What follows belongs to an exercise in optimizing a design on an open flow for small area; a production flow would make more cautious choices. The RTL was checked by simulation tests, not by an equivalence proof against the original design.

Design pe_unit, start of the top module:
module pe_unit (
    input   logic           clk,
    input   logic           rst,
    input   logic           valid_i,
    input   logic [3:0]     ctrl_i,
    input   logic           mode_i,
    input   poly_arith_pkg::coeff_t         op_a0_i,
    input   poly_arith_pkg::coeff_t         op_a1_i,
    input   poly_arith_pkg::coeff_t         op_a2_i,
    input   poly_arith_pkg::coeff_t         op_a3_i,
    input   poly_arith_pkg::coeff_t         op_b0_i,
    input   poly_arith_pkg::coeff_t         op_b1_i,
    input   poly_arith_pkg::coeff_t         op_b2_i,
    input   poly_arith_pkg::coeff_t         op_b3_i,
    output  poly_arith_pkg::coeff_t         z0_o,
    output  poly_arith_pkg::coeff_t         z1_o,
    output  poly_arith_pkg::coeff_t         z2_o,
    output  poly_arith_pkg::coeff_t         z3_o,
    output  logic           valid_o
);
Size in the first run: about 5800 cells after synthesis, roughly 0.054 mm^2 of cells after synthesis.
export LEC_CHECK = 0
export CAP_MARGIN = 20
export CORE_MARGIN = 2
export CORE_UTILIZATION = 60
export CTS_BUF_LIST = sky130_fd_sc_hd__clkbuf_4 sky130_fd_sc_hd__clkbuf_8
export PLACE_DENSITY = 0.75
export SLEW_MARGIN = 20
create_clock -name core_clock -period 9.5 [get_ports {clk}]
standard.sh (not shown) runs the stock make flow with config.mk's settings and CLKGATE_MAP_FILE= SYNTH_SCRIPT=/design/flow/synth_recipe.tcl, a recipe that flattens the netlist after the stock synthesis.
==> flow/flow/run.sh <==
#!/bin/bash
# Standard layout, with one netlist clean-up between synthesis and floorplan:
# flow/fixinv.py removes the inverters that synthesis leaves between full-adder
# cells (a full adder is self-dual, so a cell can take complemented inputs and
# give complemented outputs). Registers, ports and all other cells are kept.
# The port buffers that placement inserts are buf_1 cells (the standard flow
# picks a larger cell for them); each port still gets its own buffer.
set -euo pipefail
R=orfs/results/${FLOW_PLATFORM}/pe_unit/base
bash standard.sh synth > synth.log 2>&1
cp "$R/1_2_yosys.v" "$R/1_2_yosys.orig.v"
python3 flow/fixinv.py "$R/1_2_yosys.orig.v" "$R/1_2_yosys.v" > fixinv.log 2>&1
rm -f "$R/1_synth.odb" "$R/1_synth.sdc"
bash standard.sh finish "BUFFER_PORTS_ARGS=-buffer_cell sky130_fd_sc_hd__buf_1" > finish.log 2>&1
Other scripts of this flow, unchanged in this note and not shown: flow/flow/fixinv.py
Edit:
CORE_UTILIZATION = 45   (was 60)
PLACE_DENSITY = 0.65   (was 0.75)
Synthesized cell count stays the same.
Register-to-register slack gains 0.13 ns.
Cell area went up by 1.4%.
Routed wire length went up by about 3.7%.
Die area went up by 33%.
Hold slack loses 0.011 ns.
Clock skew went up by 0.0033 ns.
Edit:
==> flow/flow/run.sh (replaced) <==
#!/bin/bash
set -euo pipefail
R=orfs/results/${FLOW_PLATFORM}/pe_unit/base
bash standard.sh synth > synth.log 2>&1
cp "$R/1_2_yosys.v" "$R/1_2_yosys.orig.v"
python3 flow/fixinv.py "$R/1_2_yosys.orig.v" "$R/1_2_yosys.v" > fixinv.log 2>&1
rm -f "$R/1_synth.odb" "$R/1_synth.sdc"
bash standard.sh finish "BUFFER_PORTS_ARGS=-buffer_cell sky130_fd_sc_hd__buf_1" \
  "CTS_ARGS=-sink_clustering_enable -repair_clock_nets -buf_list {sky130_fd_sc_hd__clkbuf_4 sky130_fd_sc_hd__clkbuf_8} -dont_use_dummy_load" \
  > finish.log 2>&1
CORE_UTILIZATION = 60   (was 45)
PLACE_DENSITY = 0.75   (was 0.65)
Outcome: Sequential share of layout area came out higher by 0.62 points; setup slack got worse by 0.20 ns; area after synthesis is unchanged; die area came out lower by 25%; routed wire length came out lower by 4.2%; synthesized cell count stays the same; count of clock-buffer cells in the layout came out lower by 51; flip-flop and latch count stays the same.
Edit:
==> flow/flow/run.sh (replaced) <==
#!/bin/bash
# Standard layout, with one netlist clean-up between synthesis and floorplan:
# flow/fixinv.py removes the inverters that synthesis leaves between full-adder
# cells (a full adder is self-dual, so a cell can take complemented inputs and
# give complemented outputs). Registers, ports and all other cells are kept.
# The port buffers that placement inserts are buf_1 cells (the standard flow
# picks a larger cell for them); each port still gets its own buffer.
set -euo pipefail
R=orfs/results/${FLOW_PLATFORM}/pe_unit/base
bash standard.sh synth > synth.log 2>&1
cp "$R/1_2_yosys.v" "$R/1_2_yosys.orig.v"
python3 flow/fixinv.py "$R/1_2_yosys.orig.v" "$R/1_2_yosys.v" > fixinv.log 2>&1
rm -f "$R/1_synth.odb" "$R/1_synth.sdc"
bash standard.sh finish "BUFFER_PORTS_ARGS=-buffer_cell sky130_fd_sc_hd__buf_1" > finish.log 2>&1
CORE_UTILIZATION = 70   (was 60)
PLACE_DENSITY = 0.85   (was 0.75)
=> The changed run completed with no timing, DRC or antenna violations. Clock-buffer cell count rose by 43. Worst setup slack is worse by 0.011 ns. Design area grows by 1.3%.

-- separate check: timing with driven ports --
How much do the figures lean on ideal ports? The routed layouts below were timed once more, with nothing changed but the port constraints.
Step 1: set_driving_cell puts a clkbuf_16 on clk and a buf_2 on each other input, an assumption about the parent block.
Step 2 moves the port delays by t, midway between the first and last clock arrival at a register: inputs arrive t later, outputs are due t later. That takes back most of the time a late clock gives input paths.
Slacks: no drivers / after step 1 / after step 2; pairs: no drivers / after step 1.
| run | t, ns | setup slack, ns | latest minus earliest clock arrival (ns) | worst slew at a driven data input, ns | pins driven straight from the clock port |
|---|---|---|---|---|---|
| the first run | 0.826 | 0.682 / 0.682 / 0.682 | 0.082 / 0.081 | 0.08 | 1 |
| the second run | 0.856 | 0.812 / 0.812 / 0.812 | 0.090 / 0.090 | 0.05 | 1 |
| the third run | 0.794 | 0.617 / 0.617 / 0.617 | 0.126 / 0.126 | 0.07 | 1 |
| the fourth run | 0.826 | 0.606 / 0.606 / 0.606 | 0.079 / 0.079 | 0.08 | 1 |
After both steps every run listed still meets setup and hold.
